Context: an optimization exercise on an open-source flow, tuned for small area, a short achievable clock period and few clock cycles per item. The choices shown serve that exercise and are no tape-out recipe. Only simulation tests tie the RTL to the original design; equivalence was not proved. No activity file was given, so power comes from the tool's default toggle rates.

File: config.mk
export PLATFORM = sky130hd
export DESIGN_NAME = MS_DMAC_AHBL
export DESIGN_NICKNAME = MS_DMAC_AHBL
export VERILOG_FILES = /design/flow/design.v
export SDC_FILE = /design/flow/constraint.sdc
export NUM_CORES = 4
export LEC_CHECK = 0
export CAP_MARGIN = 20
export CORE_MARGIN = 2
export CORE_UTILIZATION = 40
export SLEW_MARGIN = 20
File: run.sh
#!/bin/bash
# synth_recipe.tcl (not shown) runs the flow's synth.tcl, then flattens the netlist and writes it again
# the make line also repeats each setting of config.mk as NAME=value (left out here)
make -C /OpenROAD-flow-scripts/flow DESIGN_CONFIG=/design/flow/config.mk WORK_HOME=/design/flow/orfs CLKGATE_MAP_FILE= SYNTH_SCRIPT=/design/flow/synth_recipe.tcl finish
File: constraint.sdc
create_clock -name core_clock -period 7.0 [get_ports {HCLK}]
set_input_delay 1.4000 -clock core_clock [delete_from_list [all_inputs] [get_ports {HCLK}]]
set_output_delay 1.4000 -clock core_clock [all_outputs]
set_load 0.01 [all_outputs]
File: design.v
`timescale          1ns/1ps
`default_nettype    none
module MS_DMAC_AHBL (
    input   wire    HCLK,
    input   wire    HRESETn,
    output  wire    IRQ,
    input wire          HSEL,
    input wire [31:0]   HADDR,
    input wire [1:0]    HTRANS,
    input wire          HWRITE,
    input wire          HREADY,
    input wire [31:0]   HWDATA,
    input wire [2:0]    HSIZE,
    output wire         HREADYOUT,
    output wire [31:0]  HRDATA,
    output wire [31:0]  M_HADDR,
    output wire [1:0]   M_HTRANS,
    output wire [2:0] 	M_HSIZE,
    output wire         M_HWRITE,
    output wire [31:0]  M_HWDATA,
    input wire          M_HREADY,
    input wire [31:0]   M_HRDATA
);
    localparam  CTRL_REG_OFF    =   8'h00, 
                STATUS_REG_OFF  =   8'h04, 
                SADDR_REG_OFF   =   8'h08,
                DADDR_REG_OFF   =   8'h0C,
                SIZE_REG_OFF    =   8'h10,
                TRIG_REG_OFF    =   8'h14;
    wire [31:0] STATUS_REG;
    wire done;
    wire last;
    wire done_set;
    assign      STATUS_REG  = {31'h0,done};
    assign      IRQ         = done;
    reg             last_HSEL;
    reg [31:0]      last_HADDR;
    reg             last_HWRITE;
    reg [1:0]       last_HTRANS;
    always@ (posedge HCLK) begin
        if(HREADY) begin
            last_HSEL       <= HSEL;
            last_HADDR      <= HADDR;
            last_HWRITE     <= HWRITE;
            last_HTRANS     <= HTRANS;
        end
    end
    wire rd_enable = last_HSEL & (~last_HWRITE) & last_HTRANS[1];
    wire wr_enable = last_HSEL & (last_HWRITE) & last_HTRANS[1];
        reg [32-1:0] CTRL_REG;
        wire CTRL_REG_sel = wr_enable & (last_HADDR[15:0] == CTRL_REG_OFF);
        always @(posedge HCLK or negedge HRESETn)
            if (~HRESETn)
                CTRL_REG <= 'h0;
            else if (CTRL_REG_sel)
                CTRL_REG <= HWDATA[32-1:0];
        reg [32-1:0] SADDR_REG;
        wire SADDR_REG_sel = wr_enable & (last_HADDR[15:0] == SADDR_REG_OFF);
        always @(posedge HCLK or negedge HRESETn)
            if (~HRESETn)
                SADDR_REG <= 'h0;
            else if (SADDR_REG_sel)
                SADDR_REG <= HWDATA[32-1:0];
        reg [32-1:0] DADDR_REG;
        wire DADDR_REG_sel = wr_enable & (last_HADDR[15:0] == DADDR_REG_OFF);
        always @(posedge HCLK or negedge HRESETn)
            if (~HRESETn)
                DADDR_REG <= 'h0;
            else if (DADDR_REG_sel)
                DADDR_REG <= HWDATA[32-1:0];
        reg [16-1:0] SIZE_REG;
        wire SIZE_REG_sel = wr_enable & (last_HADDR[15:0] == SIZE_REG_OFF);
        always @(posedge HCLK or negedge HRESETn)
            if (~HRESETn)
                SIZE_REG <= 'h0;
            else if (SIZE_REG_sel)
                SIZE_REG <= HWDATA[16-1:0];
    reg             TRIG_REG;
    wire TRIG_REG_sel = wr_enable & (last_HADDR[15:0] == TRIG_REG_OFF);
    always @(posedge HCLK or negedge HRESETn)
    begin
        if (~HRESETn)
            TRIG_REG <= 1'h0;
        else if (TRIG_REG_sel)
            TRIG_REG <= HWDATA[0];
        else if(done_set)
            TRIG_REG <= 1'h0;
    end  
    wire [0-0:0] CTRL_REG_EN = CTRL_REG[0:0];
    wire [11-8:0] CTRL_REG_TRIGGER = CTRL_REG[11:8];
    wire [17-16:0] CTRL_REG_SRC_TYPE = CTRL_REG[17:16];
    wire [18-18:0] CTRL_REG_SRC_AI = CTRL_REG[18:18];
    wire [25-24:0] CTRL_REG_DEST_TYPE = CTRL_REG[25:24];
    wire [26-26:0] CTRL_REG_DEST_AI = CTRL_REG[26:26];
    assign HRDATA =
        (last_HADDR[15:0] == CTRL_REG_OFF) ? CTRL_REG :
        (last_HADDR[15:0] == STATUS_REG_OFF) ? STATUS_REG :
        (last_HADDR[15:0] == SADDR_REG_OFF) ? SADDR_REG :
        (last_HADDR[15:0] == DADDR_REG_OFF) ? DADDR_REG :
        (last_HADDR[15:0] == SIZE_REG_OFF) ? SIZE_REG :
        (last_HADDR[15:0] == TRIG_REG_OFF) ? TRIG_REG :
        32'hDEADBEEF; 
    localparam  IDLE_STATE  =   5'b00001,
                RA_STATE    =   5'b00010, 
                RD_STATE    =   5'b00100,
                WA_STATE    =   5'b01000,
                WD_STATE    =   5'b10000;
    reg [4:0] state, nstate;
    always @(posedge HCLK or negedge HRESETn)
        if(!HRESETn) state <= IDLE_STATE;
        else state <= nstate;
    always @*
        case(state)
            IDLE_STATE: if(TRIG_REG & CTRL_REG_EN) 
                            nstate = RA_STATE; 
                        else 
                            nstate = IDLE_STATE;
            RA_STATE:   if(M_HREADY) nstate = RD_STATE; else nstate = RA_STATE;
            RD_STATE:   if(M_HREADY) nstate = WA_STATE; else nstate = RD_STATE;
            WA_STATE:   if(M_HREADY) nstate = WD_STATE; else nstate = WA_STATE;
            WD_STATE:   if(M_HREADY) begin
                            if(last)
                                nstate = IDLE_STATE;
                            else  
                                nstate = RA_STATE; 
                        end else nstate = WD_STATE;
            default: nstate = state;
        endcase 
    reg  [15:0] CNTR;
    wire [17:0] R_CNTR_TYPE = CNTR << CTRL_REG_SRC_TYPE;
    wire [17:0] W_CNTR_TYPE = CNTR << CTRL_REG_DEST_TYPE;
    wire [31:0] R_ADDR = (CTRL_REG_SRC_AI) ? (SADDR_REG + R_CNTR_TYPE) : SADDR_REG;
    wire [31:0] W_ADDR = CTRL_REG_DEST_AI ? (DADDR_REG + W_CNTR_TYPE) : DADDR_REG;
    always @(posedge HCLK or negedge HRESETn)
        if(!HRESETn) CNTR <= 16'h0;
        else if (TRIG_REG_sel) CNTR <= 16'h0;
        else if((state==WD_STATE) & M_HREADY & ~last) CNTR <= CNTR + 16'h1;
    reg done_r;
    assign last     = (CNTR == SIZE_REG);
    assign done_set = (state==WD_STATE) & M_HREADY & last;
    always @(posedge HCLK or negedge HRESETn)
        if(!HRESETn) done_r <= 1'b0;
        else if (TRIG_REG_sel) done_r <= 1'b0;
        else if (done_set) done_r <= 1'b1;
    assign done = done_r & CTRL_REG_EN;
    assign HREADYOUT = 1'b1;
    reg [31:0] rdata;
    always @(posedge HCLK)
        if((state == RD_STATE) & M_HREADY)
            rdata <= M_HRDATA;
    assign M_HADDR = (state == RA_STATE) ? R_ADDR : W_ADDR;
    assign M_HTRANS =  M_HREADY & ((state == RA_STATE) || (state == WA_STATE)) ? 2'h2 : 2'h0;
    assign M_HWDATA = (state == WD_STATE)  ? rdata : 32'hEEEEEEEE;
    assign M_HWRITE = (state == WA_STATE)  ? 1'b1 : 1'b0; 
    assign M_HSIZE = (state == RA_STATE) ? CTRL_REG_SRC_TYPE : CTRL_REG_DEST_TYPE;
endmodule
==> notes.md <==
worst max-delay path, cell delays in order (launching register included):
cell and delay [ns]:
dfrtp_1 0.86, buf_4 0.33, mux2i_1 0.20, nor2_1 0.09
fa_1 0.52, a211oi_1 0.44, o211a_1 0.33, o31ai_2 0.15
a31oi_2 0.57, nor2_1 0.13, xnor2_1 0.15, mux2i_1 0.20
clkdlybuf4s50_1 0.58
sequential cells by signal, summed over array words and instances, names as in the netlist:
| name | cells |
|---|---|
| TRIG_REG | 1 |
| CNTR | 16 |
| SADDR_REG | 32 |
| last_HSEL | 1 |
| state | 5 |
| rdata | 32 |
| last_HADDR | 16 |
| last_HTRANS | 1 |
| CTRL_REG | 32 |
| last_HWRITE | 1 |
| SIZE_REG | 16 |
| done_r | 1 |
| DADDR_REG | 32 |
through the flow:
stage	area (um^2)	power, mW	utilization	hold slack (ns)
after floorplan	12500	1.25	-	0.458
after CTS	15200	2.33	0.494	0.490
final	15200	2.31	0.495	0.487
after global placement	14600	1.35	0.474	0.470
after global routing	15200	2.39	0.495	0.523
after detailed placement	14600	1.35	0.474	0.475
report_power, final:
part,leakage (nW),internal [mW],switching [mW]
Combinational,3.79,0.0832,0.0949
Clock,0.287,0.482,0.497
Sequential,2.26,1.13,0.0224
Total,6.34,1.70,0.615
layer usage:
layer / up-vias / global-route usage / wire length (um) / part of all wire
met2: 393 / 0.354 / 17100 / 0.45
met4: 0 / 0.0648 / 849 / 0.022
met1: 4996 / 0.318 / 16900 / 0.45
met5: - / 0 / 0 / 0
li1: 4693 / - / - / -
met3: 43 / 0.0580 / 2850 / 0.076
worst paths after layout:
check / from / endpoint / slack, ns / cells past startpoint
max in group asynchronous: HRESETn / DADDR_REG[24] / 4.80 / 2
worst max register to register: last_HADDR[1] / CTRL_REG[16] / 2.93 / 6
worst max-delay path: CTRL_REG[16] / M_HADDR[30] / 0.60 / 12
worst min-delay path: CTRL_REG[14] / CTRL_REG[14] / 0.49 / 1
min in group asynchronous: HRESETn / CTRL_REG[19] / 1.01 / 1
worst min register to register: CTRL_REG[14] / CTRL_REG[14] / 0.49 / 1
kinds of logic (layout without fill, tap and decap cells):
logic type / count (synthesis) / in the layout
buf+inv: 109 / 257
xor+xnor: 69 / 69
simple gates: 320 / 320
other cells: 2 / 3
mux: 182 / 182
flops: 186 / 186
fa+ha+maj: 39 / 39
compound gates: 284 / 284
cells in the final DEF (no fill, tap or decap), types with 18 or more instances in the layout:
cell and instances:
xnor2_1 37, nor2b_1 22, and3_1 18, a211oi_1 18, dfrtp_1 134, mux2i_1 47, xor2_1 32, nand2b_1 27
inv_1 19, edfxtp_1 51, ha_1 37, a21oi_1 78, o21ai_0 52, and2_1 18, nand2_1 90, nand3_1 21
mux2_4 30, nor2_1 55, clkdlybuf4s50_1 186, mux4_2 20, mux2_2 80
final cells by class:
| cell class | instances | area, um^2 |
|---|---|---|
| Fill cell | 2808 | 15500 |
| Multi-Input combinational cell | 897 | 7070 |
| Sequential cell | 186 | 4910 |
| Timing Repair Buffer | 204 | 2010 |
| Tap cell | 396 | 495 |
| Clock buffer | 17 | 425 |
| Clock inverter | 15 | 175 |
| Inverter | 21 | 78.8 |
==> results.cfg <==
[floorplan]
die_w_um = 181
pin_count = 211
start_util = 0.407
dieArea_um2 = 32600
std_cell_rows = 64
die_y_um = 181
fp.coreArea_um2 = 30700

[clock_tree]
cts-hold-fix-buffers = 0
path_clk_slew_ns = 0.07
clock-sinks = 186
htree_levels = 4
root_buffer = clkbuf_16
tritoncts = yes
clockBufferDepth = 2
cts_resized = 0
clk_latency_ns = 0.44
numCtsBuffers = 17
postCtsSetupRepairBufs = 0

[global_routing]
antenna_found_initial = 0
grt_max_degree = 87
grt_overflow = 0
grt_usage = 0.229
grt_pass1_wl_um = 58400
grt_pass1_vias = 9917

[sta]
clock.fmax_mhz = 156
hold_violations = 0
setup_violations = 0
timing_worst_slew_pin_value_ns = 1.17
setup-tns-final_ns = 0
finalCritPeriodShare = 0.914
fin_ws_ns = 0.603
skew_ns = 0.0137
drv_slew = 0
fin_crit_ns = 6.40
rsz0062_at_grt = false
slew_headroom = 0.218

[yosys]
synthSimpleGateAreaFrac = 0.136
ys.flop_type = dfrtp_1
ys_ff_latch = 186
synth_async_sr_flop_share = 0.726
yosys.cell_types.count = 84
synth_fa_ha_area_frac = 0.0403
yosysMostFrequentCell = dfrtp_1
syn_area_per_cell_um2 = 10.5
yosysTopAreaCell = dfrtp_1
netlist_area_um2 = 12500
syn_inst = 1191
post_synth_xor_area_fraction = 0.0484
synth_edf_count = 51
synth.area.mux_share = 0.186
ys_seq_area_frac = 0.393
synth_top_family_by_area = multiplexers
yosys-top-cells-area = dfrtp_1 27%, edfxtp_1 12%, mux2_2 7.2%, mux2i_1 3.8%, ha_1 3.7%
synth_top_area_share = 0.269
synthTopCellsByCount = 134 x dfrtp_1, 90 x nand2_1, 80 x mux2_2
ys.warnings.count = 1
synth_compound_area_frac = 0.154

[placement]
gp_congestion = 0.871
dpl.hpwl_um = 27200
io_buffers = 187
placed_cells = 1703
preCtsSetupSlack_ns = 1.16

[detailed_routing]
drtAntennaViolNets = 0
wl_um = 37700
firstDrtPassIters = 6
drc = 0
vias_per_cell = 5.83
routedWlPerCell_um = 21.7
drtIter0Drc = 817
vias = 10100

[power]
vdd_drop_max_mv = 0.143
p_per_area_nw_per_um2 = 153
p_leak_nw = 6.34

[layout]
layout.nets = 1473
num_antenna_cells = 0
drive_gt1_frac = 0.154
fin_cells = 1736
area_growth_pct = 21.5

[run_status]
status = no timing/DRC/antenna violations

[run]
cap_violations = 0

[critical_path]
cp.required_ns = 5.60
start_kind = register
path_class = reg -> out
cp.arrival_ns = 5.00
cp_max_fo = 15
end_kind = output pin

[min_path]
hp-class = reg -> reg
Testbench counts, summed over its fixed seeds: cycles 151,325, items 25,289.

[port drivers added, routing unchanged]
In the flow no input, the clock included, has a driving cell. The finished layout below was timed again as built, in two steps.
Step 1 (the two cells are an assumption about what drives the block):
set clk [get_ports {HCLK}]
set_driving_cell -lib_cell sky130_fd_sc_hd__clkbuf_16 $clk
set_driving_cell -lib_cell sky130_fd_sc_hd__buf_2 [delete_from_list [all_inputs] $clk]
Step 2 times the ports against the registers' clock, not the clock port: input delays grow and output delays shrink by t, the midpoint of the rising clock arrivals with the driver on.
Slacks: ideal ports / drivers / drivers and shift; pairs: ideal ports / drivers.
t (ns): 0.487
setup slack, ns: 0.603 / 0.551 / 1.038
worst register clock-pin slew, ns: 0.09 / 0.09
cell pins on the clock port's net: 1
After both steps setup and hold are still met in this run. The setup slack of this run moves by -0.052 ns with the drivers and by +0.435 ns with both steps.
